What follows belongs to an exercise in optimizing a design on an open flow for small area, a short achievable clock period and few clock cycles; a production flow would make more cautious choices. The RTL was checked by simulation tests, not by an equivalence proof against the original design. Power and IR drop assume default switching activity.

File: constraint.sdc
create_clock -name core_clock -period 9.0 [get_ports {clk}]
set_input_delay 1.8000 -clock core_clock [delete_from_list [all_inputs] [get_ports {clk}]]
set_output_delay 1.8000 -clock core_clock [all_outputs]
set_load 0.01 [all_outputs]
File: design.v
`timescale 1ns/10ps
module CONV(
  input             clk,
  input             reset,
  output reg        busy,
  input             ready,
  output reg [11:0] iaddr,
  input      [19:0] idata,
  output reg        cwr,
  output reg [11:0] caddr_wr,
  output reg [19:0] cdata_wr,
  output            crd,
  output reg [11:0] caddr_rd,
  input      [19:0] cdata_rd,
  output reg [2:0]  csel
);
  assign crd = 1'b1;
  localparam S_IDLE = 2'd0, S_OPS = 2'd1, S_FLUSH = 2'd2, S_DONE = 2'd3;
  reg [1:0] st;
  reg [6:0] R;             
  reg [5:0] c;
  reg [1:0] ph;
  reg [6:0] n;             
  reg       op1, fl1;
  reg [6:0] R1; reg [5:0] c1; reg [1:0] ph1; reg [6:0] n1;
  reg       opm, flm;
  reg [6:0] Rm; reg [5:0] cm; reg [1:0] phm; reg [6:0] nm;
  reg       op2, fl2;
  reg [6:0] R2; reg [5:0] c2; reg [1:0] ph2; reg [6:0] n2;
  reg v1;   
  wire signed [19:0] Xin = v1 ? idata : 20'sd0;
  reg [19:0] m0, m1;       
  reg [19:0] b0, b1;       
  reg pcap0, pcap1, pev0, pev1, ccap0, ccap1, last;
  reg first2, col0, WRok;
  reg [1:0] slot2;
  reg [6:0] WR;            
  reg [5:0] WC;
  wire [6:0] WRm = (cm >= 6'd2) ? Rm : Rm - 7'd1;
  always @(posedge clk) begin
    first2 <= (phm == ((Rm == 7'd0) ? 2'd1 : 2'd0));
    col0   <= (cm == 6'd0);
    slot2  <= phm - ((Rm == 7'd0) ? 2'd1 : 2'd0);
    WR     <= WRm;
    WC     <= cm - 6'd2;   
    WRok   <= ~WRm[6] && (WRm <= 7'd63);
  end
  reg op3, fl3, WRok3;
  reg [1:0] slot3;
  reg [6:0] WR3, n3;
  reg [5:0] WC3;
  always @(posedge clk) begin
    slot3 <= slot2; WR3 <= WR; WC3 <= WC; WRok3 <= WRok; n3 <= n2;
  end
  wire WRodd = WR3[0];
  wire [6:0] rr1 = R1 + {5'd0, ph1} - 7'd1;
  wire [6:0] rr0 = R + {5'd0, ph} - 7'd1;
  reg signed [19:0] Xr;
  reg signed [19:0] F1r;
  wire signed [37:0] F1 = F1r;
  wire signed [21:0] G3x = Xr;
  wire [21:0] G3 = (G3x <<< 0) + (G3x <<< 1);  
  reg signed [21:0] F3r;
  wire signed [37:0] F3 = F3r;
  wire signed [22:0] G5x = Xr;
  wire [22:0] G5 = (G5x <<< 0) + (G5x <<< 2);  
  reg signed [22:0] F5r;
  wire signed [37:0] F5 = F5r;
  wire signed [23:0] G13x = Xr;
  wire [23:0] cs1a = (G13x <<< 0);
  wire [23:0] cs1b = (G13x <<< 2);
  wire [23:0] cs1c = (G13x <<< 3);
  wire [23:0] cs1s = cs1a ^ cs1b ^ cs1c;
  wire [23:0] cs1m = (cs1a & cs1b) | (cs1c & (cs1a ^ cs1b));
  wire [23:0] cs1k = {cs1m[22:0], 1'b0};
  wire [23:0] G13 = cs1s + cs1k;  
  reg signed [23:0] F13r;
  wire signed [37:0] F13 = F13r;
  wire signed [27:0] G169x = Xr;
  wire [27:0] cs2a = (G169x <<< 0);
  wire [27:0] cs2b = (G169x <<< 3);
  wire [27:0] cs2c = (G169x <<< 5);
  wire [27:0] cs2s = cs2a ^ cs2b ^ cs2c;
  wire [27:0] cs2m = (cs2a & cs2b) | (cs2c & (cs2a ^ cs2b));
  wire [27:0] cs2k = {cs2m[26:0], 1'b0};
  wire [27:0] cs3a = (G169x <<< 7);
  wire [27:0] cs3b = cs2s;
  wire [27:0] cs3c = cs2k;
  wire [27:0] cs3s = cs3a ^ cs3b ^ cs3c;
  wire [27:0] cs3m = (cs3a & cs3b) | (cs3c & (cs3a ^ cs3b));
  wire [27:0] cs3k = {cs3m[26:0], 1'b0};
  wire [27:0] G169 = cs3s + cs3k;  
  reg signed [27:0] F169r;
  wire signed [37:0] F169 = F169r;
  wire signed [30:0] G1169x = Xr;
  wire [30:0] cs4a = (G1169x <<< 0);
  wire [30:0] cs4b = (G1169x <<< 4);
  wire [30:0] cs4c = (G1169x <<< 7);
  wire [30:0] cs4s = cs4a ^ cs4b ^ cs4c;
  wire [30:0] cs4m = (cs4a & cs4b) | (cs4c & (cs4a ^ cs4b));
  wire [30:0] cs4k = {cs4m[29:0], 1'b0};
  wire [30:0] cs5a = (G1169x <<< 10);
  wire [30:0] cs5b = cs4s;
  wire [30:0] cs5c = cs4k;
  wire [30:0] cs5s = cs5a ^ cs5b ^ cs5c;
  wire [30:0] cs5m = (cs5a & cs5b) | (cs5c & (cs5a ^ cs5b));
  wire [30:0] cs5k = {cs5m[29:0], 1'b0};
  wire [30:0] G1169 = cs5s + cs5k;  
  reg signed [30:0] F1169r;
  wire signed [37:0] F1169 = F1169r;
  always @(posedge clk) begin
    Xr <= Xin;
    F1r <= Xr;
    F3r <= G3;
    F5r <= G5;
    F13r <= G13;
    F169r <= G169;
    F1169r <= G1169;
  end
  reg [2:0] SEL0, SEL1, SEL2;
  always @(posedge clk) begin
    SEL0 <= {phm == 2'd2, phm == 2'd1, phm == 2'd0};
    SEL1 <= (cm == 6'd0 && phm == 2'd2) ? 3'b000 : {phm == 2'd2, phm == 2'd1, phm == 2'd0};
    SEL2 <= (cm == 6'd0) ? 3'b000 : {phm == 2'd2, phm == 2'd1, phm == 2'd0};
  end
  wire [37:0] T00_0 = ({38{SEL0[0]}} & (F169 <<< 8)) | ({38{SEL0[1]}} & (F1 <<< 12)) | ({38{SEL0[2]}} & ~(F169 <<< 7));
  wire N00_0 = SEL0[2];
  wire [37:0] T00_1 = ({38{SEL0[0]}} & ~(F1 <<< 1)) | ({38{SEL0[2]}} & ~(F1 <<< 10));
  wire N00_1 = SEL0[0] | SEL0[2];
  wire [37:0] T00_2 = ({38{SEL0[0]}} & ~(F3 <<< 5)) | ({38{SEL0[1]}} & (F1 <<< 2)) | ({38{SEL0[2]}} & ~(F169 <<< 0));
  wire N00_2 = SEL0[0] | SEL0[2];
  wire [37:0] T01_0 = ({38{SEL1[0]}} & (F169 <<< 0)) | ({38{SEL1[1]}} & ~(F3 <<< 13)) | ({38{SEL1[2]}} & ~(F3 <<< 13));
  wire N01_0 = SEL1[1] | SEL1[2];
  wire [37:0] T01_1 = ({38{SEL1[0]}} & (F3 <<< 2)) | ({38{SEL1[1]}} & ~(F169 <<< 5)) | ({38{SEL1[2]}} & (F5 <<< 11));
  wire N01_1 = SEL1[1];
  wire [37:0] T01_2 = ({38{SEL1[0]}} & (F1169 <<< 5)) | ({38{SEL1[1]}} & (F1169 <<< 0)) | ({38{SEL1[2]}} & (F13 <<< 2));
  wire N01_2 = 1'b0;
  wire [37:0] T02_0 = ({38{SEL2[0]}} & (F13 <<< 11)) | ({38{SEL2[1]}} & (F1 <<< 6)) | ({38{SEL2[2]}} & ~(F1 <<< 4));
  wire N02_0 = SEL2[2];
  wire [37:0] T02_1 = ({38{SEL2[0]}} & ~(F5 <<< 0)) | ({38{SEL2[1]}} & ~(F1169 <<< 5)) | ({38{SEL2[2]}} & ~(F169 <<< 7));
  wire N02_1 = SEL2[0] | SEL2[1] | SEL2[2];
  wire [37:0] T02_2 = ({38{SEL2[0]}} & (F169 <<< 3)) | ({38{SEL2[1]}} & (F13 <<< 2)) | ({38{SEL2[2]}} & (F169 <<< 0));
  wire N02_2 = 1'b0;
  wire [37:0] T10_0 = ({38{SEL0[0]}} & ~(F3 <<< 0)) | ({38{SEL0[1]}} & ~(F3 <<< 0)) | ({38{SEL0[2]}} & ~(F1169 <<< 0));
  wire N10_0 = SEL0[0] | SEL0[1] | SEL0[2];
  wire [37:0] T10_1 = ({38{SEL0[0]}} & ~(F1169 <<< 3)) | ({38{SEL0[1]}} & (F5 <<< 12)) | ({38{SEL0[2]}} & (F1 <<< 14));
  wire N10_1 = SEL0[0];
  wire [37:0] T10_2 = ({38{SEL0[0]}} & ~(F1 <<< 5)) | ({38{SEL0[1]}} & (F1 <<< 8)) | ({38{SEL0[2]}} & (F13 <<< 3));
  wire N10_2 = SEL0[0];
  wire [37:0] T11_0 = ({38{SEL1[0]}} & ~(F5 <<< 0)) | ({38{SEL1[2]}} & ~(F3 <<< 8));
  wire N11_0 = SEL1[0] | SEL1[2];
  wire [37:0] T11_1 = ({38{SEL1[0]}} & ~(F169 <<< 0)) | ({38{SEL1[1]}} & (F13 <<< 9)) | ({38{SEL1[2]}} & (F169 <<< 0));
  wire N11_1 = SEL1[0];
  wire [37:0] T11_2 = ({38{SEL1[0]}} & (F169 <<< 6)) | ({38{SEL1[1]}} & (F169 <<< 5)) | ({38{SEL1[2]}} & ~(F169 <<< 6));
  wire N11_2 = SEL1[2];
  wire [37:0] T12_0 = ({38{SEL2[0]}} & ~(F13 <<< 10)) | ({38{SEL2[1]}} & (F5 <<< 0)) | ({38{SEL2[2]}} & (F13 <<< 10));
  wire N12_0 = SEL2[0];
  wire [37:0] T12_1 = ({38{SEL2[0]}} & ~(F5 <<< 7)) | ({38{SEL2[1]}} & (F1 <<< 13)) | ({38{SEL2[2]}} & (F169 <<< 6));
  wire N12_1 = SEL2[0];
  wire [37:0] T12_2 = ({38{SEL2[0]}} & (F5 <<< 2)) | ({38{SEL2[1]}} & (F5 <<< 3)) | ({38{SEL2[2]}} & (F5 <<< 3));
  wire N12_2 = 1'b0;
  wire signed [37:0] BIAS0 = 38'sh00_1310_0000;
  wire signed [37:0] BIAS1 = {{2{1'b1}}, 36'hF_7295_0000};
  reg [37:0] AS0, AK0, BS0, BK0, CS0, CK0, AS1, AK1, BS1, BK1, CS1, CK1;
  wire [37:0] cs6a = (first2 ? BIAS0 : CS0);
  wire [37:0] cs6b = (first2 ? 38'd0 : CK0);
  wire [37:0] cs6c = T00_0;
  wire [37:0] cs6s = cs6a ^ cs6b ^ cs6c;
  wire [37:0] cs6m = (cs6a & cs6b) | (cs6c & (cs6a ^ cs6b));
  wire [37:0] cs6k = {cs6m[36:0], N00_0};
  wire [37:0] cs7a = T00_1;
  wire [37:0] cs7b = T00_2;
  wire [37:0] cs7c = cs6s;
  wire [37:0] cs7s = cs7a ^ cs7b ^ cs7c;
  wire [37:0] cs7m = (cs7a & cs7b) | (cs7c & (cs7a ^ cs7b));
  wire [37:0] cs7k = {cs7m[36:0], N00_1};
  wire [37:0] cs8a = cs6k;
  wire [37:0] cs8b = cs7s;
  wire [37:0] cs8c = cs7k;
  wire [37:0] cs8s = cs8a ^ cs8b ^ cs8c;
  wire [37:0] cs8m = (cs8a & cs8b) | (cs8c & (cs8a ^ cs8b));
  wire [37:0] cs8k = {cs8m[36:0], N00_2};
  wire [37:0] NS00 = cs8s;
  wire [37:0] NK00 = cs8k;
  wire [37:0] cs9a = (first2 ? (col0 ? BIAS0 : CS0) : BS0);
  wire [37:0] cs9b = (first2 ? (col0 ? 38'd0 : CK0) : BK0);
  wire [37:0] cs9c = T01_0;
  wire [37:0] cs9s = cs9a ^ cs9b ^ cs9c;
  wire [37:0] cs9m = (cs9a & cs9b) | (cs9c & (cs9a ^ cs9b));
  wire [37:0] cs9k = {cs9m[36:0], N01_0};
  wire [37:0] cs10a = T01_1;
  wire [37:0] cs10b = T01_2;
  wire [37:0] cs10c = cs9s;
  wire [37:0] cs10s = cs10a ^ cs10b ^ cs10c;
  wire [37:0] cs10m = (cs10a & cs10b) | (cs10c & (cs10a ^ cs10b));
  wire [37:0] cs10k = {cs10m[36:0], N01_1};
  wire [37:0] cs11a = cs9k;
  wire [37:0] cs11b = cs10s;
  wire [37:0] cs11c = cs10k;
  wire [37:0] cs11s = cs11a ^ cs11b ^ cs11c;
  wire [37:0] cs11m = (cs11a & cs11b) | (cs11c & (cs11a ^ cs11b));
  wire [37:0] cs11k = {cs11m[36:0], N01_2};
  wire [37:0] NS01 = cs11s;
  wire [37:0] NK01 = cs11k;
  wire [37:0] cs12a = (first2 ? BS0 : AS0);
  wire [37:0] cs12b = (first2 ? BK0 : AK0);
  wire [37:0] cs12c = T02_0;
  wire [37:0] cs12s = cs12a ^ cs12b ^ cs12c;
  wire [37:0] cs12m = (cs12a & cs12b) | (cs12c & (cs12a ^ cs12b));
  wire [37:0] cs12k = {cs12m[36:0], N02_0};
  wire [37:0] cs13a = T02_1;
  wire [37:0] cs13b = T02_2;
  wire [37:0] cs13c = cs12s;
  wire [37:0] cs13s = cs13a ^ cs13b ^ cs13c;
  wire [37:0] cs13m = (cs13a & cs13b) | (cs13c & (cs13a ^ cs13b));
  wire [37:0] cs13k = {cs13m[36:0], N02_1};
  wire [37:0] cs14a = cs12k;
  wire [37:0] cs14b = cs13s;
  wire [37:0] cs14c = cs13k;
  wire [37:0] cs14s = cs14a ^ cs14b ^ cs14c;
  wire [37:0] cs14m = (cs14a & cs14b) | (cs14c & (cs14a ^ cs14b));
  wire [37:0] cs14k = {cs14m[36:0], N02_2};
  wire [37:0] NS02 = cs14s;
  wire [37:0] NK02 = cs14k;
  wire [37:0] cs15a = (first2 ? BIAS1 : CS1);
  wire [37:0] cs15b = (first2 ? 38'd0 : CK1);
  wire [37:0] cs15c = T10_0;
  wire [37:0] cs15s = cs15a ^ cs15b ^ cs15c;
  wire [37:0] cs15m = (cs15a & cs15b) | (cs15c & (cs15a ^ cs15b));
  wire [37:0] cs15k = {cs15m[36:0], N10_0};
  wire [37:0] cs16a = T10_1;
  wire [37:0] cs16b = T10_2;
  wire [37:0] cs16c = cs15s;
  wire [37:0] cs16s = cs16a ^ cs16b ^ cs16c;
  wire [37:0] cs16m = (cs16a & cs16b) | (cs16c & (cs16a ^ cs16b));
  wire [37:0] cs16k = {cs16m[36:0], N10_1};
  wire [37:0] cs17a = cs15k;
  wire [37:0] cs17b = cs16s;
  wire [37:0] cs17c = cs16k;
  wire [37:0] cs17s = cs17a ^ cs17b ^ cs17c;
  wire [37:0] cs17m = (cs17a & cs17b) | (cs17c & (cs17a ^ cs17b));
  wire [37:0] cs17k = {cs17m[36:0], N10_2};
  wire [37:0] NS10 = cs17s;
  wire [37:0] NK10 = cs17k;
  wire [37:0] cs18a = (first2 ? (col0 ? BIAS1 : CS1) : BS1);
  wire [37:0] cs18b = (first2 ? (col0 ? 38'd0 : CK1) : BK1);
  wire [37:0] cs18c = T11_0;
  wire [37:0] cs18s = cs18a ^ cs18b ^ cs18c;
  wire [37:0] cs18m = (cs18a & cs18b) | (cs18c & (cs18a ^ cs18b));
  wire [37:0] cs18k = {cs18m[36:0], N11_0};
  wire [37:0] cs19a = T11_1;
  wire [37:0] cs19b = T11_2;
  wire [37:0] cs19c = cs18s;
  wire [37:0] cs19s = cs19a ^ cs19b ^ cs19c;
  wire [37:0] cs19m = (cs19a & cs19b) | (cs19c & (cs19a ^ cs19b));
  wire [37:0] cs19k = {cs19m[36:0], N11_1};
  wire [37:0] cs20a = cs18k;
  wire [37:0] cs20b = cs19s;
  wire [37:0] cs20c = cs19k;
  wire [37:0] cs20s = cs20a ^ cs20b ^ cs20c;
  wire [37:0] cs20m = (cs20a & cs20b) | (cs20c & (cs20a ^ cs20b));
  wire [37:0] cs20k = {cs20m[36:0], N11_2};
  wire [37:0] NS11 = cs20s;
  wire [37:0] NK11 = cs20k;
  wire [37:0] cs21a = (first2 ? BS1 : AS1);
  wire [37:0] cs21b = (first2 ? BK1 : AK1);
  wire [37:0] cs21c = T12_0;
  wire [37:0] cs21s = cs21a ^ cs21b ^ cs21c;
  wire [37:0] cs21m = (cs21a & cs21b) | (cs21c & (cs21a ^ cs21b));
  wire [37:0] cs21k = {cs21m[36:0], N12_0};
  wire [37:0] cs22a = T12_1;
  wire [37:0] cs22b = T12_2;
  wire [37:0] cs22c = cs21s;
  wire [37:0] cs22s = cs22a ^ cs22b ^ cs22c;
  wire [37:0] cs22m = (cs22a & cs22b) | (cs22c & (cs22a ^ cs22b));
  wire [37:0] cs22k = {cs22m[36:0], N12_1};
  wire [37:0] cs23a = cs21k;
  wire [37:0] cs23b = cs22s;
  wire [37:0] cs23c = cs22k;
  wire [37:0] cs23s = cs23a ^ cs23b ^ cs23c;
  wire [37:0] cs23m = (cs23a & cs23b) | (cs23c & (cs23a ^ cs23b));
  wire [37:0] cs23k = {cs23m[36:0], N12_2};
  wire [37:0] NS12 = cs23s;
  wire [37:0] NK12 = cs23k;
  always @(posedge clk) begin
    AS0 <= NS02;
    AK0 <= NK02;
    BS0 <= NS01;
    BK0 <= NK01;
    CS0 <= NS00;
    CK0 <= NK00;
    AS1 <= NS12;
    AK1 <= NK12;
    BS1 <= NS11;
    BK1 <= NK11;
    CS1 <= NS10;
    CK1 <= NK10;
  end
  reg [20:0] E0, E1;              
  wire [37:0] bk24a = AS0;
  wire [37:0] bk24b = AK0;
  wire [37:0] bk24p = bk24a ^ bk24b;
  wire [37:0] bk24g0 = bk24a & bk24b;
  wire bk24G0 = bk24g0[0] | (bk24p[0] & 1'b0);
  wire bk24G_1 = bk24g0[1] | (bk24p[1] & bk24G0);
  wire bk24P_1 = bk24p[1] & bk24p[0];
  wire bk24G_2 = bk24g0[3] | (bk24p[3] & bk24g0[2]);
  wire bk24P_2 = bk24p[3] & bk24p[2];
  wire bk24G_3 = bk24g0[5] | (bk24p[5] & bk24g0[4]);
  wire bk24P_3 = bk24p[5] & bk24p[4];
  wire bk24G_4 = bk24g0[7] | (bk24p[7] & bk24g0[6]);
  wire bk24P_4 = bk24p[7] & bk24p[6];
  wire bk24G_5 = bk24g0[9] | (bk24p[9] & bk24g0[8]);
  wire bk24P_5 = bk24p[9] & bk24p[8];
  wire bk24G_6 = bk24g0[11] | (bk24p[11] & bk24g0[10]);
  wire bk24P_6 = bk24p[11] & bk24p[10];
  wire bk24G_7 = bk24g0[13] | (bk24p[13] & bk24g0[12]);
  wire bk24P_7 = bk24p[13] & bk24p[12];
  wire bk24G_8 = bk24g0[15] | (bk24p[15] & bk24g0[14]);
  wire bk24P_8 = bk24p[15] & bk24p[14];
  wire bk24G_9 = bk24g0[17] | (bk24p[17] & bk24g0[16]);
  wire bk24P_9 = bk24p[17] & bk24p[16];
  wire bk24G_10 = bk24g0[19] | (bk24p[19] & bk24g0[18]);
  wire bk24P_10 = bk24p[19] & bk24p[18];
  wire bk24G_11 = bk24g0[21] | (bk24p[21] & bk24g0[20]);
  wire bk24P_11 = bk24p[21] & bk24p[20];
  wire bk24G_12 = bk24g0[23] | (bk24p[23] & bk24g0[22]);
  wire bk24P_12 = bk24p[23] & bk24p[22];
  wire bk24G_13 = bk24g0[25] | (bk24p[25] & bk24g0[24]);
  wire bk24P_13 = bk24p[25] & bk24p[24];
  wire bk24G_14 = bk24g0[27] | (bk24p[27] & bk24g0[26]);
  wire bk24P_14 = bk24p[27] & bk24p[26];
  wire bk24G_15 = bk24g0[29] | (bk24p[29] & bk24g0[28]);
  wire bk24P_15 = bk24p[29] & bk24p[28];
  wire bk24G_16 = bk24g0[31] | (bk24p[31] & bk24g0[30]);
  wire bk24P_16 = bk24p[31] & bk24p[30];
  wire bk24G_17 = bk24g0[33] | (bk24p[33] & bk24g0[32]);
  wire bk24P_17 = bk24p[33] & bk24p[32];
  wire bk24G_18 = bk24g0[35] | (bk24p[35] & bk24g0[34]);
  wire bk24P_18 = bk24p[35] & bk24p[34];
  wire bk24G_19 = bk24g0[37] | (bk24p[37] & bk24g0[36]);
  wire bk24P_19 = bk24p[37] & bk24p[36];
  wire bk24G_20 = bk24G_2 | (bk24P_2 & bk24G_1);
  wire bk24P_20 = bk24P_2 & bk24P_1;
  wire bk24G_21 = bk24G_4 | (bk24P_4 & bk24G_3);
  wire bk24P_21 = bk24P_4 & bk24P_3;
  wire bk24G_22 = bk24G_6 | (bk24P_6 & bk24G_5);
  wire bk24P_22 = bk24P_6 & bk24P_5;
  wire bk24G_23 = bk24G_8 | (bk24P_8 & bk24G_7);
  wire bk24P_23 = bk24P_8 & bk24P_7;
  wire bk24G_24 = bk24G_10 | (bk24P_10 & bk24G_9);
  wire bk24P_24 = bk24P_10 & bk24P_9;
  wire bk24G_25 = bk24G_12 | (bk24P_12 & bk24G_11);
  wire bk24P_25 = bk24P_12 & bk24P_11;
  wire bk24G_26 = bk24G_14 | (bk24P_14 & bk24G_13);
  wire bk24P_26 = bk24P_14 & bk24P_13;
  wire bk24G_27 = bk24G_16 | (bk24P_16 & bk24G_15);
  wire bk24P_27 = bk24P_16 & bk24P_15;
  wire bk24G_28 = bk24G_18 | (bk24P_18 & bk24G_17);
  wire bk24P_28 = bk24P_18 & bk24P_17;
  wire bk24G_29 = bk24G_21 | (bk24P_21 & bk24G_20);
  wire bk24P_29 = bk24P_21 & bk24P_20;
  wire bk24G_30 = bk24G_23 | (bk24P_23 & bk24G_22);
  wire bk24P_30 = bk24P_23 & bk24P_22;
  wire bk24G_31 = bk24G_25 | (bk24P_25 & bk24G_24);
  wire bk24P_31 = bk24P_25 & bk24P_24;
  wire bk24G_32 = bk24G_27 | (bk24P_27 & bk24G_26);
  wire bk24P_32 = bk24P_27 & bk24P_26;
  wire bk24G_33 = bk24G_30 | (bk24P_30 & bk24G_29);
  wire bk24P_33 = bk24P_30 & bk24P_29;
  wire bk24G_34 = bk24G_32 | (bk24P_32 & bk24G_31);
  wire bk24P_34 = bk24P_32 & bk24P_31;
  wire bk24G_35 = bk24G_34 | (bk24P_34 & bk24G_33);
  wire bk24P_35 = bk24P_34 & bk24P_33;
  wire bk24G_36 = bk24G_31 | (bk24P_31 & bk24G_33);
  wire bk24P_36 = bk24P_31 & bk24P_33;
  wire bk24G_37 = bk24G_22 | (bk24P_22 & bk24G_29);
  wire bk24P_37 = bk24P_22 & bk24P_29;
  wire bk24G_38 = bk24G_24 | (bk24P_24 & bk24G_33);
  wire bk24P_38 = bk24P_24 & bk24P_33;
  wire bk24G_39 = bk24G_26 | (bk24P_26 & bk24G_36);
  wire bk24P_39 = bk24P_26 & bk24P_36;
  wire bk24G_40 = bk24G_28 | (bk24P_28 & bk24G_35);
  wire bk24P_40 = bk24P_28 & bk24P_35;
  wire bk24G_41 = bk24G_3 | (bk24P_3 & bk24G_20);
  wire bk24P_41 = bk24P_3 & bk24P_20;
  wire bk24G_42 = bk24G_5 | (bk24P_5 & bk24G_29);
  wire bk24P_42 = bk24P_5 & bk24P_29;
  wire bk24G_43 = bk24G_7 | (bk24P_7 & bk24G_37);
  wire bk24P_43 = bk24P_7 & bk24P_37;
  wire bk24G_44 = bk24G_9 | (bk24P_9 & bk24G_33);
  wire bk24P_44 = bk24P_9 & bk24P_33;
  wire bk24G_45 = bk24G_11 | (bk24P_11 & bk24G_38);
  wire bk24P_45 = bk24P_11 & bk24P_38;
  wire bk24G_46 = bk24G_13 | (bk24P_13 & bk24G_36);
  wire bk24P_46 = bk24P_13 & bk24P_36;
  wire bk24G_47 = bk24G_15 | (bk24P_15 & bk24G_39);
  wire bk24P_47 = bk24P_15 & bk24P_39;
  wire bk24G_48 = bk24G_17 | (bk24P_17 & bk24G_35);
  wire bk24P_48 = bk24P_17 & bk24P_35;
  wire bk24G_49 = bk24G_19 | (bk24P_19 & bk24G_40);
  wire bk24P_49 = bk24P_19 & bk24P_40;
  wire bk24G_50 = bk24g0[2] | (bk24p[2] & bk24G_1);
  wire bk24P_50 = bk24p[2] & bk24P_1;
  wire bk24G_51 = bk24g0[4] | (bk24p[4] & bk24G_20);
  wire bk24P_51 = bk24p[4] & bk24P_20;
  wire bk24G_52 = bk24g0[6] | (bk24p[6] & bk24G_41);
  wire bk24P_52 = bk24p[6] & bk24P_41;
  wire bk24G_53 = bk24g0[8] | (bk24p[8] & bk24G_29);
  wire bk24P_53 = bk24p[8] & bk24P_29;
  wire bk24G_54 = bk24g0[10] | (bk24p[10] & bk24G_42);
  wire bk24P_54 = bk24p[10] & bk24P_42;
  wire bk24G_55 = bk24g0[12] | (bk24p[12] & bk24G_37);
  wire bk24P_55 = bk24p[12] & bk24P_37;
  wire bk24G_56 = bk24g0[14] | (bk24p[14] & bk24G_43);
  wire bk24P_56 = bk24p[14] & bk24P_43;
  wire bk24G_57 = bk24g0[16] | (bk24p[16] & bk24G_33);
  wire bk24P_57 = bk24p[16] & bk24P_33;
  wire bk24G_58 = bk24g0[18] | (bk24p[18] & bk24G_44);
  wire bk24P_58 = bk24p[18] & bk24P_44;
  wire bk24G_59 = bk24g0[20] | (bk24p[20] & bk24G_38);
  wire bk24P_59 = bk24p[20] & bk24P_38;
  wire bk24G_60 = bk24g0[22] | (bk24p[22] & bk24G_45);
  wire bk24P_60 = bk24p[22] & bk24P_45;
  wire bk24G_61 = bk24g0[24] | (bk24p[24] & bk24G_36);
  wire bk24P_61 = bk24p[24] & bk24P_36;
  wire bk24G_62 = bk24g0[26] | (bk24p[26] & bk24G_46);
  wire bk24P_62 = bk24p[26] & bk24P_46;
  wire bk24G_63 = bk24g0[28] | (bk24p[28] & bk24G_39);
  wire bk24P_63 = bk24p[28] & bk24P_39;
  wire bk24G_64 = bk24g0[30] | (bk24p[30] & bk24G_47);
  wire bk24P_64 = bk24p[30] & bk24P_47;
  wire bk24G_65 = bk24g0[32] | (bk24p[32] & bk24G_35);
  wire bk24P_65 = bk24p[32] & bk24P_35;
  wire bk24G_66 = bk24g0[34] | (bk24p[34] & bk24G_48);
  wire bk24P_66 = bk24p[34] & bk24P_48;
  wire bk24G_67 = bk24g0[36] | (bk24p[36] & bk24G_40);
  wire bk24P_67 = bk24p[36] & bk24P_40;
  wire [37:0] bk24c = {bk24G_67, bk24G_40, bk24G_66, bk24G_48, bk24G_65, bk24G_35, bk24G_64, bk24G_47, bk24G_63, bk24G_39, bk24G_62, bk24G_46, bk24G_61, bk24G_36, bk24G_60, bk24G_45, bk24G_59, bk24G_38, bk24G_58, bk24G_44, bk24G_57, bk24G_33, bk24G_56, bk24G_43, bk24G_55, bk24G_37, bk24G_54, bk24G_42, bk24G_53, bk24G_29, bk24G_52, bk24G_41, bk24G_51, bk24G_20, bk24G_50, bk24G_1, bk24G0, 1'b0};
  wire [37:0] bk24s = bk24p ^ bk24c;
  wire [37:0] bk25a = AS1;
  wire [37:0] bk25b = AK1;
  wire [37:0] bk25p = bk25a ^ bk25b;
  wire [37:0] bk25g0 = bk25a & bk25b;
  wire bk25G0 = bk25g0[0] | (bk25p[0] & 1'b0);
  wire bk25G_1 = bk25g0[1] | (bk25p[1] & bk25G0);
  wire bk25P_1 = bk25p[1] & bk25p[0];
  wire bk25G_2 = bk25g0[3] | (bk25p[3] & bk25g0[2]);
  wire bk25P_2 = bk25p[3] & bk25p[2];
  wire bk25G_3 = bk25g0[5] | (bk25p[5] & bk25g0[4]);
  wire bk25P_3 = bk25p[5] & bk25p[4];
  wire bk25G_4 = bk25g0[7] | (bk25p[7] & bk25g0[6]);
  wire bk25P_4 = bk25p[7] & bk25p[6];
  wire bk25G_5 = bk25g0[9] | (bk25p[9] & bk25g0[8]);
  wire bk25P_5 = bk25p[9] & bk25p[8];
  wire bk25G_6 = bk25g0[11] | (bk25p[11] & bk25g0[10]);
  wire bk25P_6 = bk25p[11] & bk25p[10];
  wire bk25G_7 = bk25g0[13] | (bk25p[13] & bk25g0[12]);
  wire bk25P_7 = bk25p[13] & bk25p[12];
  wire bk25G_8 = bk25g0[15] | (bk25p[15] & bk25g0[14]);
  wire bk25P_8 = bk25p[15] & bk25p[14];
  wire bk25G_9 = bk25g0[17] | (bk25p[17] & bk25g0[16]);
  wire bk25P_9 = bk25p[17] & bk25p[16];
  wire bk25G_10 = bk25g0[19] | (bk25p[19] & bk25g0[18]);
  wire bk25P_10 = bk25p[19] & bk25p[18];
  wire bk25G_11 = bk25g0[21] | (bk25p[21] & bk25g0[20]);
  wire bk25P_11 = bk25p[21] & bk25p[20];
  wire bk25G_12 = bk25g0[23] | (bk25p[23] & bk25g0[22]);
  wire bk25P_12 = bk25p[23] & bk25p[22];
  wire bk25G_13 = bk25g0[25] | (bk25p[25] & bk25g0[24]);
  wire bk25P_13 = bk25p[25] & bk25p[24];
  wire bk25G_14 = bk25g0[27] | (bk25p[27] & bk25g0[26]);
  wire bk25P_14 = bk25p[27] & bk25p[26];
  wire bk25G_15 = bk25g0[29] | (bk25p[29] & bk25g0[28]);
  wire bk25P_15 = bk25p[29] & bk25p[28];
  wire bk25G_16 = bk25g0[31] | (bk25p[31] & bk25g0[30]);
  wire bk25P_16 = bk25p[31] & bk25p[30];
  wire bk25G_17 = bk25g0[33] | (bk25p[33] & bk25g0[32]);
  wire bk25P_17 = bk25p[33] & bk25p[32];
  wire bk25G_18 = bk25g0[35] | (bk25p[35] & bk25g0[34]);
  wire bk25P_18 = bk25p[35] & bk25p[34];
  wire bk25G_19 = bk25g0[37] | (bk25p[37] & bk25g0[36]);
  wire bk25P_19 = bk25p[37] & bk25p[36];
  wire bk25G_20 = bk25G_2 | (bk25P_2 & bk25G_1);
  wire bk25P_20 = bk25P_2 & bk25P_1;
  wire bk25G_21 = bk25G_4 | (bk25P_4 & bk25G_3);
  wire bk25P_21 = bk25P_4 & bk25P_3;
  wire bk25G_22 = bk25G_6 | (bk25P_6 & bk25G_5);
  wire bk25P_22 = bk25P_6 & bk25P_5;
  wire bk25G_23 = bk25G_8 | (bk25P_8 & bk25G_7);
  wire bk25P_23 = bk25P_8 & bk25P_7;
  wire bk25G_24 = bk25G_10 | (bk25P_10 & bk25G_9);
  wire bk25P_24 = bk25P_10 & bk25P_9;
  wire bk25G_25 = bk25G_12 | (bk25P_12 & bk25G_11);
  wire bk25P_25 = bk25P_12 & bk25P_11;
  wire bk25G_26 = bk25G_14 | (bk25P_14 & bk25G_13);
  wire bk25P_26 = bk25P_14 & bk25P_13;
  wire bk25G_27 = bk25G_16 | (bk25P_16 & bk25G_15);
  wire bk25P_27 = bk25P_16 & bk25P_15;
  wire bk25G_28 = bk25G_18 | (bk25P_18 & bk25G_17);
  wire bk25P_28 = bk25P_18 & bk25P_17;
  wire bk25G_29 = bk25G_21 | (bk25P_21 & bk25G_20);
  wire bk25P_29 = bk25P_21 & bk25P_20;
  wire bk25G_30 = bk25G_23 | (bk25P_23 & bk25G_22);
  wire bk25P_30 = bk25P_23 & bk25P_22;
  wire bk25G_31 = bk25G_25 | (bk25P_25 & bk25G_24);
  wire bk25P_31 = bk25P_25 & bk25P_24;
  wire bk25G_32 = bk25G_27 | (bk25P_27 & bk25G_26);
  wire bk25P_32 = bk25P_27 & bk25P_26;
  wire bk25G_33 = bk25G_30 | (bk25P_30 & bk25G_29);
  wire bk25P_33 = bk25P_30 & bk25P_29;
  wire bk25G_34 = bk25G_32 | (bk25P_32 & bk25G_31);
  wire bk25P_34 = bk25P_32 & bk25P_31;
  wire bk25G_35 = bk25G_34 | (bk25P_34 & bk25G_33);
  wire bk25P_35 = bk25P_34 & bk25P_33;
  wire bk25G_36 = bk25G_31 | (bk25P_31 & bk25G_33);
  wire bk25P_36 = bk25P_31 & bk25P_33;
  wire bk25G_37 = bk25G_22 | (bk25P_22 & bk25G_29);
  wire bk25P_37 = bk25P_22 & bk25P_29;
  wire bk25G_38 = bk25G_24 | (bk25P_24 & bk25G_33);
  wire bk25P_38 = bk25P_24 & bk25P_33;
  wire bk25G_39 = bk25G_26 | (bk25P_26 & bk25G_36);
  wire bk25P_39 = bk25P_26 & bk25P_36;
  wire bk25G_40 = bk25G_28 | (bk25P_28 & bk25G_35);
  wire bk25P_40 = bk25P_28 & bk25P_35;
  wire bk25G_41 = bk25G_3 | (bk25P_3 & bk25G_20);
  wire bk25P_41 = bk25P_3 & bk25P_20;
  wire bk25G_42 = bk25G_5 | (bk25P_5 & bk25G_29);
  wire bk25P_42 = bk25P_5 & bk25P_29;
  wire bk25G_43 = bk25G_7 | (bk25P_7 & bk25G_37);
  wire bk25P_43 = bk25P_7 & bk25P_37;
  wire bk25G_44 = bk25G_9 | (bk25P_9 & bk25G_33);
  wire bk25P_44 = bk25P_9 & bk25P_33;
  wire bk25G_45 = bk25G_11 | (bk25P_11 & bk25G_38);
  wire bk25P_45 = bk25P_11 & bk25P_38;
  wire bk25G_46 = bk25G_13 | (bk25P_13 & bk25G_36);
  wire bk25P_46 = bk25P_13 & bk25P_36;
  wire bk25G_47 = bk25G_15 | (bk25P_15 & bk25G_39);
  wire bk25P_47 = bk25P_15 & bk25P_39;
  wire bk25G_48 = bk25G_17 | (bk25P_17 & bk25G_35);
  wire bk25P_48 = bk25P_17 & bk25P_35;
  wire bk25G_49 = bk25G_19 | (bk25P_19 & bk25G_40);
  wire bk25P_49 = bk25P_19 & bk25P_40;
  wire bk25G_50 = bk25g0[2] | (bk25p[2] & bk25G_1);
  wire bk25P_50 = bk25p[2] & bk25P_1;
  wire bk25G_51 = bk25g0[4] | (bk25p[4] & bk25G_20);
  wire bk25P_51 = bk25p[4] & bk25P_20;
  wire bk25G_52 = bk25g0[6] | (bk25p[6] & bk25G_41);
  wire bk25P_52 = bk25p[6] & bk25P_41;
  wire bk25G_53 = bk25g0[8] | (bk25p[8] & bk25G_29);
  wire bk25P_53 = bk25p[8] & bk25P_29;
  wire bk25G_54 = bk25g0[10] | (bk25p[10] & bk25G_42);
  wire bk25P_54 = bk25p[10] & bk25P_42;
  wire bk25G_55 = bk25g0[12] | (bk25p[12] & bk25G_37);
  wire bk25P_55 = bk25p[12] & bk25P_37;
  wire bk25G_56 = bk25g0[14] | (bk25p[14] & bk25G_43);
  wire bk25P_56 = bk25p[14] & bk25P_43;
  wire bk25G_57 = bk25g0[16] | (bk25p[16] & bk25G_33);
  wire bk25P_57 = bk25p[16] & bk25P_33;
  wire bk25G_58 = bk25g0[18] | (bk25p[18] & bk25G_44);
  wire bk25P_58 = bk25p[18] & bk25P_44;
  wire bk25G_59 = bk25g0[20] | (bk25p[20] & bk25G_38);
  wire bk25P_59 = bk25p[20] & bk25P_38;
  wire bk25G_60 = bk25g0[22] | (bk25p[22] & bk25G_45);
  wire bk25P_60 = bk25p[22] & bk25P_45;
  wire bk25G_61 = bk25g0[24] | (bk25p[24] & bk25G_36);
  wire bk25P_61 = bk25p[24] & bk25P_36;
  wire bk25G_62 = bk25g0[26] | (bk25p[26] & bk25G_46);
  wire bk25P_62 = bk25p[26] & bk25P_46;
  wire bk25G_63 = bk25g0[28] | (bk25p[28] & bk25G_39);
  wire bk25P_63 = bk25p[28] & bk25P_39;
  wire bk25G_64 = bk25g0[30] | (bk25p[30] & bk25G_47);
  wire bk25P_64 = bk25p[30] & bk25P_47;
  wire bk25G_65 = bk25g0[32] | (bk25p[32] & bk25G_35);
  wire bk25P_65 = bk25p[32] & bk25P_35;
  wire bk25G_66 = bk25g0[34] | (bk25p[34] & bk25G_48);
  wire bk25P_66 = bk25p[34] & bk25P_48;
  wire bk25G_67 = bk25g0[36] | (bk25p[36] & bk25G_40);
  wire bk25P_67 = bk25p[36] & bk25P_40;
  wire [37:0] bk25c = {bk25G_67, bk25G_40, bk25G_66, bk25G_48, bk25G_65, bk25G_35, bk25G_64, bk25G_47, bk25G_63, bk25G_39, bk25G_62, bk25G_46, bk25G_61, bk25G_36, bk25G_60, bk25G_45, bk25G_59, bk25G_38, bk25G_58, bk25G_44, bk25G_57, bk25G_33, bk25G_56, bk25G_43, bk25G_55, bk25G_37, bk25G_54, bk25G_42, bk25G_53, bk25G_29, bk25G_52, bk25G_41, bk25G_51, bk25G_20, bk25G_50, bk25G_1, bk25G0, 1'b0};
  wire [37:0] bk25s = bk25p ^ bk25c;
  always @(posedge clk) begin
    E0 <= {bk24s[37], bk24s[34:15]};
    if (op2 && slot2 == 2'd0) E1 <= {bk25s[37], bk25s[34:15]};
  end
  wire [20:0] EE = (slot3 == 2'd1) ? E1 : E0;
  wire [37:0] EA = {EE[20], 2'b00, EE[19:0], 15'd0};
  function [19:0] rnd;
    input [37:0] a;
    reg [19:0] t;
    begin
      t = {a[37], a[34:16]};
      if (a[15]) t = a[37] ? t - 20'd1 : t + 20'd1;
      rnd = t[19] ? 20'd0 : t;
    end
  endfunction
  wire [19:0] RV = rnd(EA);
  reg        fc_c, ch_c, chr_c, fk_c;
  reg [4:0]  fj_c, fp_c;
  wire WRodd2 = WR[0];
  always @* begin
    fc_c = 1'b0; ch_c = 1'b0; chr_c = 1'b0; fk_c = 1'b0; fj_c = 5'd0;
    fp_c = (WRodd2 && WC != 6'd0) ? WR[5:1] : WR[5:1] - 5'd1;
    if (fl2) fp_c = 5'd31;
    if (op2 && slot2 == 2'd2) begin
      if (WRok && WRodd2 && WC != 6'd0) begin
        fc_c = 1'b1; fk_c = ~WC[0]; fj_c = WC[0] ? WC[5:1] : WC[5:1] - 5'd1;
      end else if (WRok && !WRodd2 && WR >= 7'd2 && WC == 6'd0) begin
        fc_c = 1'b1; fk_c = 1'b1; fj_c = 5'd31;
      end else if (WRok && !WRodd2 && WR >= 7'd2) begin
        ch_c = 1'b1; fk_c = ~WC[0]; fj_c = WC[0] ? WC[5:1] : WC[5:1] - 5'd1;
        chr_c = (fj_c != 5'd31);
      end else if (WRok && WRodd2 && WR >= 7'd3 && WC == 6'd0) begin
        ch_c = 1'b1; fk_c = 1'b1; fj_c = 5'd31;
      end
    end else if (fl2) begin
      if (n2 == 7'd0) begin
        fc_c = 1'b1; fk_c = 1'b1; fj_c = 5'd31;
      end else begin
        ch_c = 1'b1; fk_c = ~n2[0]; fj_c = n2[0] ? n2[5:1] : n2[5:1] - 5'd1;
        chr_c = (fj_c != 5'd31);
      end
    end
  end
  reg        fc_do, ch_do, ch_rd, fk, w0, w1, s0, s1;
  reg [4:0]  fj, fp, fj1;
  always @(posedge clk) begin
    fc_do <= fc_c; ch_do <= ch_c; ch_rd <= chr_c; fk <= fk_c;
    fj <= fj_c; fp <= fp_c; fj1 <= fj_c + 5'd1;
    s0 <= op2 && slot2 == 2'd0; s1 <= op2 && slot2 == 2'd1;
    w0 <= op2 && WRok && slot2 == 2'd0; w1 <= op2 && WRok && slot2 == 2'd1;
  end
  wire [19:0] mx = max3(pcap0 ? pev0 : pev1, pcap0 ? m0 : m1, cdata_rd, cdata_wr);
  always @(posedge clk or posedge reset) begin
    if (reset) begin
      st <= S_IDLE; busy <= 1'b0; cwr <= 1'b0;
      R <= 7'd0; c <= 6'd0; ph <= 2'd0; n <= 7'd0;
      op1 <= 1'b0; fl1 <= 1'b0; opm <= 1'b0; flm <= 1'b0; op2 <= 1'b0; fl2 <= 1'b0; op3 <= 1'b0; fl3 <= 1'b0;
      pcap0 <= 1'b0; pcap1 <= 1'b0; ccap0 <= 1'b0; ccap1 <= 1'b0; last <= 1'b0;
    end else begin
      case (st)
        S_IDLE: if (ready) begin
          st <= S_OPS; busy <= 1'b1; R <= 7'd0; c <= 6'd0; ph <= 2'd1;
        end
        S_OPS: begin
          if (ph == 2'd2) begin
            ph <= 2'd0;
            if ((R == 7'd64) ? (c == 6'd1) : (c == 6'd63)) begin
              c <= 6'd0; R <= R + 7'd1;
              if (R == 7'd64) begin st <= S_FLUSH; n <= 7'd0; end
            end else c <= c + 6'd1;
          end else ph <= ph + 2'd1;
        end
        S_FLUSH: begin
          if (n == 7'd64) st <= S_DONE;
          n <= n + 7'd1;
        end
        default: ;
      endcase
      op1 <= (st == S_OPS); fl1 <= (st == S_FLUSH);
      opm <= op1; flm <= fl1; op2 <= opm; fl2 <= flm; op3 <= op2; fl3 <= fl2;
      cwr <= 1'b0;
      pcap0 <= 1'b0; pcap1 <= 1'b0; ccap0 <= 1'b0; ccap1 <= 1'b0;
      if (w0) begin
        cwr <= 1'b1; pcap0 <= WRodd;
      end
      if (w1) begin
        cwr <= 1'b1; pcap1 <= WRodd;
      end
      if (fc_do || ch_do) cwr <= 1'b1;
      if (ch_do && ch_rd) begin ccap0 <= ~fk; ccap1 <= fk; end
      last <= fl3 && (n3 == 7'd64);
      if (last) busy <= 1'b0;
    end
  end
  always @(posedge clk) begin
    {R1, c1, ph1, n1} <= {R, c, ph, n};
    {Rm, cm, phm, nm} <= {R1, c1, ph1, n1};
    {R2, c2, ph2, n2} <= {Rm, cm, phm, nm};
    iaddr <= {rr0[5:0], c};
    v1 <= (st == S_OPS) && !rr0[6] && rr0 <= 7'd63;
    if (s0) begin
      cdata_wr <= RV; csel <= 3'd1; caddr_wr <= {WR3[5:0], WC3};
      caddr_rd <= {WR3[5:0] - 6'd1, WC3};
      pev0 <= ~WC3[0];
    end else if (s1) begin
      cdata_wr <= RV; csel <= 3'd2; caddr_wr <= {WR3[5:0], WC3};
      pev1 <= ~WC3[0];
    end else if (fc_do) begin
      cdata_wr <= fk ? m1 : m0;
      csel <= fj[0] ? 3'd5 : (fk ? 3'd4 : 3'd3);
      caddr_wr <= fj[0] ? {fp, fj, fk} : {2'd0, fp, fj};
      if (fj == 5'd0) begin
        if (fk) b1 <= m1; else b0 <= m0;
      end
    end else if (ch_do) begin
      cdata_wr <= fk ? b1 : b0;
      csel <= fj[0] ? (fk ? 3'd4 : 3'd3) : 3'd5;
      caddr_wr <= fj[0] ? {2'd0, fp, fj} : {fp, fj, fk};
      caddr_rd <= fj1[0] ? {fp, fj1, fk} : {2'd0, fp, fj1};
    end
    if (ccap0) b0 <= cdata_rd;
    if (ccap1) b1 <= cdata_rd;
    if (pcap0) m0 <= mx;
    if (pcap1) m1 <= mx;
  end
  function [19:0] max3;
    input fresh;
    input [19:0] m, r, v;
    reg rv, rm, vm;
    begin
      rv = r > v; rm = fresh || r > m; vm = fresh || v > m;
      max3 = (rv && rm) ? r : (!rv && vm) ? v : m;
    end
  endfunction
  function [19:0] max2;
    input [19:0] a, b;
    max2 = (a > b) ? a : b;
  endfunction
endmodule
File: run.sh
#!/bin/bash
# synth_recipe.tcl (not shown) runs the flow's synth.tcl, then flattens the netlist and writes it again
# the make line also repeats each setting of config.mk as NAME=value (left out here)
make -C /OpenROAD-flow-scripts/flow DESIGN_CONFIG=/design/flow/config.mk WORK_HOME=/design/flow/orfs CLKGATE_MAP_FILE= SYNTH_SCRIPT=/design/flow/synth_recipe.tcl finish
File: config.mk
export PLATFORM = sky130hd
export DESIGN_NAME = CONV
export DESIGN_NICKNAME = CONV
export VERILOG_FILES = /design/flow/design.v
export SDC_FILE = /design/flow/constraint.sdc
export NUM_CORES = 4
export LEC_CHECK = 0
export CAP_MARGIN = 20
export CORE_MARGIN = 2
export CORE_UTILIZATION = 40
export SETUP_SLACK_MARGIN = 5.0
export SLEW_MARGIN = 20
==> impl_metrics.json, run 1 <==
{
  "synth_cell_types": 93,
  "met3_usage_pct": 6.04,
  "final-setup-viol-count": 0,
  "drc_errors": 0,
  "cpMostUsedCell": "nand3_4",
  "post-place-ws_ns": 3.09,
  "dieHeight_um": 401,
  "rsz0062_at_grt": "true",
  "timing.rr.end": "CS0[28]",
  "final.setup.worst_slack_ns": 4.91,
  "synthCells": 6098,
  "hp-start": "nm[1]",
  "path_cells": "buf_8, ha_4, nand3_4, or3_4, or4_4, or2_4, nor2b_4, a22oi_2, buf_6, nand3_4, buf_12, mux2i_2, mux2_4",
  "gp_congestion": 0.964,
  "rows": 145,
  "num-fill-cells": 14600,
  "grt_pass1_wl_um": 302000,
  "htree_levels": 3,
  "core_um2": 156000,
  "top_usage_layer": "met2",
  "cts_tree": "yes",
  "worst_pin_slew_ns": 1.25,
  "first_pass_iters": 13,
  "slowest_stage": "or4_4",
  "antenna_found_initial": 4,
  "drive_above_1_share_pct": 11.0,
  "maxCapViolCount": 0,
  "met2_usage_pct": 38.3,
  "finish.utilization_pct": 45.8,
  "whs_path_depth": 0,
  "port_buffers": 103,
  "pin_count": 105,
  "cts_sinks": 943,
  "fin_crit_ns": 4.09,
  "hpwl_um": 145000,
  "num_vias": 46700,
  "async_flop_share_pct": 4.03,
  "clk_latency_ns": 0.80,
  "synthesis.area_um2": 63000,
  "final_antenna_net_count": 0,
  "drt-vias-per-instance": 5.59,
  "track_usage_pct": 24.7,
  "skew_ns": 0.117,
  "die_x_um": 401,
  "initial_core_util_pct": 40.3,
  "cp_data_required_time_ns": 9.49,
  "die-area_um2": 161000,
  "synth_edf_count": 147,
  "cts_buffers": 109,
  "cts_root_buf": "clkbuf_16",
  "critical_path_peak_fanout": 7,
  "status": "timing/DRC/antenna clean",
  "grt_pass1_vias": 48300,
  "ys_seq_area_share_pct": 32.6,
  "cp-start-kind": "input port",
  "hold_buffers": 0,
  "r2r_slack_ns": 5.02,
  "met1_usage_pct": 32.7,
  "synth_ff_type": "dfxtp_1",
  "grt_max_degree": 228,
  "fmax_mhz": 244,
  "final_max_slew_viol_count": 0,
  "dp_cells": 8035,
  "num-nets-final": 7316,
  "hold_class": "reg -> reg",
  "synthToLayoutAreaGrowth_pct": 13.8,
  "yosys_warnings": 1,
  "critPathMaxStageDelay_ns": 0.51,
  "rr_worst_depth": 6,
  "slew-limit-headroom_pct": 16.7,
  "grt_overflow": 0,
  "hold_viol_final": 0,
  "crit_path_end_kind": "flop",
  "clockBufferDepth": 3,
  "vdd_ir_drop_max_uv": 191,
  "syn_nets": 7207,
  "wl_per_cell_um": 23.9,
  "synth_seq_cells": 943,
  "routed_wl_um": 200000,
  "r2r-start": "SEL0[0]",
  "first_iter_violations": 5033,
  "tns_ns": 0,
  "leakagePower_nw": 32.4,
  "worst_hold_path.endpoint": "n2[1]",
  "finalNonFillerCells": 8361,
  "path_clk_slew_ns": 0.06,
  "finalCritPeriodShare_pct": 45.4,
  "setup.worst_path.class": "in -> reg",
  "cp.arrival_ns": 4.58,
  "postSynthAreaPerCell_um2": 10.3,
  "pwr_density_cell_nw_per_um2": 336
}
[worst max-delay path, delay by kind of cell]
kind / cells / cell delay (ns)
fa+ha+maj: 1 / 0.27
compound gates: 1 / 0.20
buf+inv: 3 / 0.44
simple gates: 6 / 1.42
mux: 2 / 0.43
[cell usage after synthesis, types with 16 or more instances]
library cell | n | share of area [%]
a211oi_1 | 22 | 0.26
nand3_1 | 57 | 0.45
and3_1 | 16 | 0.16
ha_1 | 308 | 6.1
and2_1 | 43 | 0.43
or2_2 | 38 | 0.38
mux4_2 | 20 | 0.72
or3_1 | 17 | 0.17
nand2_1 | 497 | 3.0
o221ai_1 | 43 | 0.60
o211ai_1 | 38 | 0.45
nor3_1 | 40 | 0.32
o21a_1 | 28 | 0.33
o31ai_1 | 19 | 0.23
buf_1 | 39 | 0.23
nor2_1 | 200 | 1.2
a221oi_1 | 49 | 0.68
nor2b_1 | 77 | 0.76
nand2b_1 | 133 | 1.3
nand4_1 | 30 | 0.30
mux2i_1 | 202 | 3.2
a22oi_1 | 47 | 0.56
inv_1 | 864 | 5.1
mux2_2 | 75 | 1.3
a222oi_1 | 54 | 0.86
dfxtp_1 | 758 | 24
clkbuf_1 | 226 | 1.3
a21o_1 | 80 | 0.95
dfrtp_1 | 38 | 1.5
edfxtp_1 | 147 | 7.0
a21boi_0 | 16 | 0.19
o21ai_0 | 392 | 3.1
a21oi_1 | 275 | 2.2
xor2_1 | 57 | 0.79
o22ai_1 | 33 | 0.33
xnor2_1 | 135 | 1.9
fa_1 | 758 | 24
[per-stage QoR]
step	hold slack, ns	cell area, µm²	total power (W)
global route	0.327	71700	0.0262
floorplan	0.310	63100	0.0152
global placement	0.311	66100	0.0185
finish	0.324	71700	0.0241
detailed placement	0.312	66100	0.0190
CTS	0.327	71000	0.0238
[cell type report]
cell class	instances	area [µm²]	area share, %
inverters	870	3340	4.66
diodes	2	5.00	0.00698
flip-flops and latches	943	20600	28.8
well taps	2058	2570	3.59
multi-input cells	4013	38900	54.2
clock inverters	59	706	0.985
clock buffers	146	3060	4.27
repair buffers	270	2480	3.46
[metal layers]
| layer | wire length [µm] | share of wire (%) |
|---|---|---|
| met3 | 20500 | 10 |
| met5 | 22 | 0.011 |
| met2 | 88400 | 44 |
| met1 | 81200 | 41 |
| met4 | 10100 | 5.0 |
[flip-flops by register name (all words and copies together) (netlist names), 31 cells and up]
signal	cells
BS0	38
AS1	38
CS1	38
CS0	38
AS0	38
BS1	38
F1169r	31
BK0	37
AK1	37
AK0	37
CK1	38
BK1	38
CK0	38
[power breakdown]
part,internal (W),total [W],switching (W)
combinational,0.00501,0.0117,0.00670
clock,0.00267,0.00466,0.00199
sequential,0.00594,0.00768,0.00174
total,0.0136,0.0241,0.0104
[layout by cell type, fill, tap and decap left out, types with 21 or more instances in the layout]
cell type,count
edfxtp_1,147
dfrtp_1,35
a211oi_1,22
clkinvlp_4,26
nand4_1,30
ha_1,282
nand3_1,54
dfxtp_4,26
nand2_1,496
xnor2_1,134
and2_1,43
fa_1,755
ha_4,22
nor2b_1,74
o21a_1,28
buf_4,144
inv_1,843
clkdlybuf4s50_1,87
mux2i_1,200
a221oi_1,49
clkinv_2,21
o211ai_1,38
nand2b_1,133
nor2_1,198
a22oi_1,46
mux2_2,75
o21ai_0,381
clkbuf_16,109
xor2_1,57
a222oi_1,54
nor3_1,37
a21oi_1,261
a21o_1,79
o22ai_1,33
or2_2,38
dfxtp_1,727
o221ai_1,43
[cells by family (layout without fill, tap and decap cells)]
family                   Yosys count  in the layout  share of synthesized area (%)
other                              1              3                        0.00595
AO/OA/AOI/OAI                   1241           1242                           12.9
flip-flops                       943            943                           32.6
buffers and inverters           1147           1345                           6.94
AND/OR/NAND/NOR                 1189           1192                           8.94
adder cells (fa/ha/maj)         1067           1067                           30.2
multiplexers                     318            319                           5.74
XOR/XNOR                         192            192                           2.67
[worst max-delay path by stage]
stage | start | slack [ns] | to
2_1_floorplan | cdata_rd[19] | 4.61 | m0[10]
3_3_place_gp | cdata_rd[16] | 3.16 | m0[7]
3_5_place_dp | cdata_rd[19] | 3.09 | m0[17]
4_1_cts | Xr[6] | 4.95 | F1169r[29]
5_1_grt | cdata_rd[19] | 4.91 | m1[8]
6_report | cdata_rd[18] | 4.91 | m1[8]
[repair_timing]
| item | 4_1_cts | 5_1_grt |
|---|---|---|
| gates cloned | 5 | 0 |
| endpoints found under the hold margin | 0 | 0 |
| pin swaps | 26 | 47 |
| resized for setup | 151 | 88 |
| setup endpoints to repair | 231 | 88 |
| buffers inserted | 70 | 43 |
Testbench counts, summed over its fixed seeds: cycles 74,184.
==> inputs of run 2 (changes only) <==
--- a/design.v
+++ b/design.v
@@ -22,11 +22,11 @@
   reg [1:0] ph;
   reg [6:0] n;             
   reg       op1, fl1;
-  reg [6:0] R1; reg [5:0] c1; reg [1:0] ph1; reg [6:0] n1;
+  reg [6:0] R1; reg [5:0] c1; reg [1:0] ph1;
   reg       opm, flm;
-  reg [6:0] Rm; reg [5:0] cm; reg [1:0] phm; reg [6:0] nm;
+  reg [6:0] Rm; reg [5:0] cm; reg [1:0] phm;
   reg       op2, fl2;
-  reg [6:0] R2; reg [5:0] c2; reg [1:0] ph2; reg [6:0] n2;
+  reg [6:0] n2;            
   reg v1;   
   wire signed [19:0] Xin = v1 ? idata : 20'sd0;
   reg [19:0] m0, m1;       
@@ -123,11 +123,11 @@
     SEL1 <= (cm == 6'd0 && phm == 2'd2) ? 3'b000 : {phm == 2'd2, phm == 2'd1, phm == 2'd0};
     SEL2 <= (cm == 6'd0) ? 3'b000 : {phm == 2'd2, phm == 2'd1, phm == 2'd0};
   end
-  wire [37:0] T00_0 = ({38{SEL0[0]}} & (F169 <<< 8)) | ({38{SEL0[1]}} & (F1 <<< 12)) | ({38{SEL0[2]}} & ~(F169 <<< 7));
+  wire [37:0] T00_0 = ({38{SEL0[0]}} & (F169 <<< 8)) | ({38{SEL0[1]}} & (F1 <<< 2)) | ({38{SEL0[2]}} & ~(F169 <<< 7));
   wire N00_0 = SEL0[2];
   wire [37:0] T00_1 = ({38{SEL0[0]}} & ~(F1 <<< 1)) | ({38{SEL0[2]}} & ~(F1 <<< 10));
   wire N00_1 = SEL0[0] | SEL0[2];
-  wire [37:0] T00_2 = ({38{SEL0[0]}} & ~(F3 <<< 5)) | ({38{SEL0[1]}} & (F1 <<< 2)) | ({38{SEL0[2]}} & ~(F169 <<< 0));
+  wire [37:0] T00_2 = ({38{SEL0[0]}} & ~(F3 <<< 5)) | ({38{SEL0[1]}} & (F1 <<< 12)) | ({38{SEL0[2]}} & ~(F169 <<< 0));
   wire N00_2 = SEL0[0] | SEL0[2];
   wire [37:0] T01_0 = ({38{SEL1[0]}} & (F169 <<< 0)) | ({38{SEL1[1]}} & ~(F3 <<< 13)) | ({38{SEL1[2]}} & ~(F3 <<< 13));
   wire N01_0 = SEL1[1] | SEL1[2];
@@ -674,30 +674,27 @@
     end
   end
   always @(posedge clk) begin
-    {R1, c1, ph1, n1} <= {R, c, ph, n};
-    {Rm, cm, phm, nm} <= {R1, c1, ph1, n1};
-    {R2, c2, ph2, n2} <= {Rm, cm, phm, nm};
+    {R1, c1, ph1} <= {R, c, ph};
+    {Rm, cm, phm} <= {R1, c1, ph1};
+    n2 <= fl2 ? n2 + 7'd1 : 7'd0;
     iaddr <= {rr0[5:0], c};
     v1 <= (st == S_OPS) && !rr0[6] && rr0 <= 7'd63;
-    if (s0) begin
-      cdata_wr <= RV; csel <= 3'd1; caddr_wr <= {WR3[5:0], WC3};
-      caddr_rd <= {WR3[5:0] - 6'd1, WC3};
-      pev0 <= ~WC3[0];
-    end else if (s1) begin
-      cdata_wr <= RV; csel <= 3'd2; caddr_wr <= {WR3[5:0], WC3};
-      pev1 <= ~WC3[0];
+    caddr_rd <= (s0 | s1) ? {WR3[5:0] - 6'd1, WC3} : (fj1[0] ? {fp, fj1, fk} : {2'd0, fp, fj1});
+    if (s0 | s1) begin
+      cdata_wr <= RV; csel <= s0 ? 3'd1 : 3'd2; caddr_wr <= {WR3[5:0], WC3};
     end else if (fc_do) begin
       cdata_wr <= fk ? m1 : m0;
       csel <= fj[0] ? 3'd5 : (fk ? 3'd4 : 3'd3);
       caddr_wr <= fj[0] ? {fp, fj, fk} : {2'd0, fp, fj};
-      if (fj == 5'd0) begin
-        if (fk) b1 <= m1; else b0 <= m0;
-      end
-    end else if (ch_do) begin
+    end else begin
       cdata_wr <= fk ? b1 : b0;
       csel <= fj[0] ? (fk ? 3'd4 : 3'd3) : 3'd5;
       caddr_wr <= fj[0] ? {2'd0, fp, fj} : {fp, fj, fk};
-      caddr_rd <= fj1[0] ? {fp, fj1, fk} : {2'd0, fp, fj1};
+    end
+    if (s0) pev0 <= ~WC3[0];
+    if (s1) pev1 <= ~WC3[0];
+    if (fc_do && fj == 5'd0) begin
+      if (fk) b1 <= m1; else b0 <= m0;
     end
     if (ccap0) b0 <= cdata_rd;
     if (ccap1) b1 <= cdata_rd;
==> run 2 against run 1 <==
Compared with the run above: first-iteration DRC count shrank 5.1%; highest routed layer unchanged; largest cell class unchanged; maximum frequency grew 4.2%; final cell count is 0.67% lower.
==> impl_metrics.json, run 2 <==
{
  "status": "timing/DRC/antenna clean",
  "grt_overflow": 0,
  "final_cell_mix": "inv_1 (853), dfxtp_1 (758), fa_1 (758)",
  "netlist.area_leader.share_pct": 25.4,
  "clockBufferDepth": 3,
  "cp_data_required_time_ns": 9.53,
  "net-switching-power_w": 0.0104,
  "slowest_stage": "clkdlybuf4s50_1",
  "tns_ns": 0,
  "cts_sinks": 929,
  "crit_path_end_kind": "flop",
  "die_x_um": 398,
  "cp-start-kind": "input port",
  "num-fill-cells": 14600,
  "synthCells": 6089,
  "worst_pin_slew_ns": 1.12,
  "startpoint": "cdata_rd[14]",
  "rsz0062_at_grt": "true",
  "yosys.cell_count.top_type": "inv_1",
  "fin_crit_ns": 3.92,
  "postSynthAreaPerCell_um2": 10.2,
  "dieHeight_um": 398,
  "htree_levels": 3,
  "setup.worst_path.class": "in -> reg",
  "rr_worst_depth": 12,
  "async_flop_share_pct": 4.09,
  "maxCapViolCount": 0,
  "initial_core_util_pct": 40.3,
  "gp_congestion": 0.986,
  "synth_cell_types": 83,
  "clk_latency_ns": 0.80,
  "cp.arrival_ns": 4.46,
  "ys_seq_area_share_pct": 31.9,
  "track_usage_pct": 25.2,
  "pin_count": 105,
  "hold_viol_final": 0,
  "worst_hold_path.endpoint": "Rm[1]",
  "synthTopCellsByCount": "inv_1 (872), dfxtp_1 (788), fa_1 (758)",
  "timing.rr.end": "E0[12]",
  "combPwrFrac_pct": 48.9,
  "path_cells": "clkdlybuf4s50_1, ha_1, a21o_1, a21oi_2, nor2_1, a211oi_2, a22oi_2, a211oi_4, buf_2, mux2i_1, mux2_2",
  "drive_above_1_share_pct": 9.46,
  "wl_per_cell_um": 24.1,
  "r2r_slack_ns": 5.08,
  "synth_ff_type": "dfxtp_1",
  "synthToLayoutAreaGrowth_pct": 12.9,
  "synth_area_leaders": "dfxtp_1 (25%), fa_1 (24%), ha_1 (6.4%), inv_1 (5.3%), edfxtp_1 (5.0%)",
  "synthesis.area_um2": 62100,
  "cts_root_buf": "clkbuf_16",
  "critical_path_peak_fanout": 5,
  "hp-start": "R1[1]",
  "layout_commonest_cell": "inv_1",
  "first_pass_iters": 11,
  "yosys_warnings": 1,
  "finalHoldWorstSlack_ns": 0.326,
  "num_vias": 46400,
  "p_seq_share_pct": 31.5,
  "synth_top_area_cell": "dfxtp_1",
  "drt-vias-per-instance": 5.59,
  "hold_class": "reg -> reg",
  "grt_max_degree": 145,
  "leakagePower_nw": 31.9,
  "final_antenna_net_count": 0,
  "vdd_ir_drop_max_uv": 196,
  "drc_errors": 0,
  "p_sw_share_pct": 43.4,
  "grt_pass1_wl_um": 301000,
  "grt_pass1_vias": 48000,
  "synth_seq_cells": 929,
  "pwr_density_cell_nw_per_um2": 342,
  "antenna_found_initial": 8,
  "p_int_w": 0.0135,
  "core_um2": 154000,
  "rows": 144,
  "final_max_slew_viol_count": 0,
  "cts_buffers": 109,
  "cts_tree": "yes",
  "syn_nets": 7206,
  "r2r-start": "AK0[7]",
  "routed_wl_um": 200000,
  "port_buffers": 103,
  "finalCritPeriodShare_pct": 43.6,
  "synth_edf_count": 103,
  "critPathMaxStageDelay_ns": 0.63,
  "die-area_um2": 158000,
  "whs_path_depth": 0,
  "clockPowerShare_pct": 19.6,
  "num-nets-final": 7281,
  "final-setup-viol-count": 0,
  "hpwl_um": 146000,
  "path_clk_slew_ns": 0.06,
  "first_iter_violations": 4775,
  "slew-limit-headroom_pct": 25.6,
  "fmax_mhz": 255,
  "skew_ns": 0.0903
}
## run 2: cell type report
type	instances	area (µm²)	share of cell area, %
Tap cell	2044	2560	3.65
Inverter	876	3350	4.77
Multi-Input combinational cell	4000	38200	54.5
Clock inverter	51	697	0.994
Sequential cell	929	19900	28.4
Clock buffer	152	3140	4.48
Antenna cell	5	12.5	0.0178
Timing Repair Buffer	248	2240	3.20
## run 2: kinds of logic (layout without fill, tap and decap cells)
group,count (synthesis),in the layout,synth area share [%]
mux,311,311,5.63
buf+inv,1163,1327,7.07
xor+xnor,186,186,2.62
simple gates,1196,1197,9.16
fa+ha+maj,1074,1074,30.8
compound gates,1229,1231,12.8
other cells,1,6,0.00604
flops,929,929,31.9
## run 2: metrics by stage
step,area [µm²],setup WS (ns),utilization [%],total power [W],std cells
2_1_floorplan,62100,4.95,-,0.0152,6089
3_3_place_gp,65200,3.51,42.3,0.0185,8017
3_5_place_dp,65300,3.57,42.3,0.0189,8020
4_1_cts,69600,4.90,45.2,0.0238,8265
5_1_grt,70100,4.87,45.5,0.0262,8300
6_report,70100,5.08,45.5,0.0239,8305
## run 2: critical path: cells and delay by family
| family | cells | cell delay [ns] |
|---|---|---|
| AOI/OAI and AO/OA | 5 | 1.00 |
| muxes | 2 | 0.39 |
| and+or+nand+nor | 1 | 0.07 |
| adders and majority gates | 1 | 0.31 |
| buffers and inverters | 2 | 0.90 |
## run 2: worst max path at each step
| stage | endpoint | slack, ns | depth (start not counted) |
|---|---|---|---|
| 3_3_place_gp | m0[6] | 3.51 | 12 |
| 2_1_floorplan | m0[10] | 4.95 | 11 |
| 3_5_place_dp | m1[10] | 3.57 | 12 |
| 5_1_grt | F169r[27] | 4.87 | 14 |
| 4_1_cts | F169r[27] | 4.90 | 15 |
| 6_report | m1[19] | 5.08 | 11 |
## run 2: power groups by stage
stage	combinational, W	clock (W)	sequential, W
2_1_floorplan	0.00866	0	0.00651
3_5_place_dp	0.0114	0	0.00748
6_report	0.0117	0.00470	0.00754
3_3_place_gp	0.0110	0	0.00748
5_1_grt	0.0136	0.00493	0.00758
4_1_cts	0.0116	0.00476	0.00741
## run 2: per-layer routing
| metal | vias up | GRT usage [%] | part of all wire, % |
|---|---|---|---|
| met1 | 22900 | 33.5 | 41 |
| met5 | - | 0 | 0.034 |
| met4 | 8 | 10.5 | 4.5 |
| li1 | 20500 | - | - |
| met3 | 591 | 8.17 | 12 |
| met2 | 2441 | 37.6 | 43 |
## run 2: what timing repair did
| item | 4_1_cts | 5_1_grt |
|---|---|---|
| hold buffers | 0 | 0 |
| gates cloned | 4 | 1 |
| endpoints found under the setup margin | 184 | 87 |
| buffers inserted | 38 | 34 |
| resized for setup | 68 | 53 |
| pin swaps | 4 | 13 |
Testbench counts of run 2, summed over its fixed seeds: cycles 74,184.

## separate check: timing with driven ports
Ports are ideal in the flow. The routed layouts listed here were re-timed in OpenROAD. Step 1 (the two cells are an assumption about what drives the block):
set clk [get_ports {clk}]
set_driving_cell -lib_cell sky130_fd_sc_hd__clkbuf_16 $clk
set_driving_cell -lib_cell sky130_fd_sc_hd__buf_2 [delete_from_list [all_inputs] $clk]
Step 2 adds t to the input delays and takes it off the output delays; t is the mean of the earliest and latest rising clock arrival at the registers after step 1. Input paths then give back, and output paths get back, about the clock's delay inside the block. Three values: ideal ports, drivers, drivers and shift; two values: the first two.
run | t, ns | setup slack, ns | worst setup path at the end | slew at the worst register clock pin (ns)
run 1 | 0.825 | 4.910 / 4.935 / 4.110 | input to register | 0.07 / 0.07
run 2 | 0.837 | 5.075 / 5.079 / 4.285 | input to register | 0.07 / 0.07
After both steps setup and hold are still met in every run listed. For run 1, which loses most, drivers alone change the setup slack by +0.025 ns; drivers and shift together by -0.800 ns.
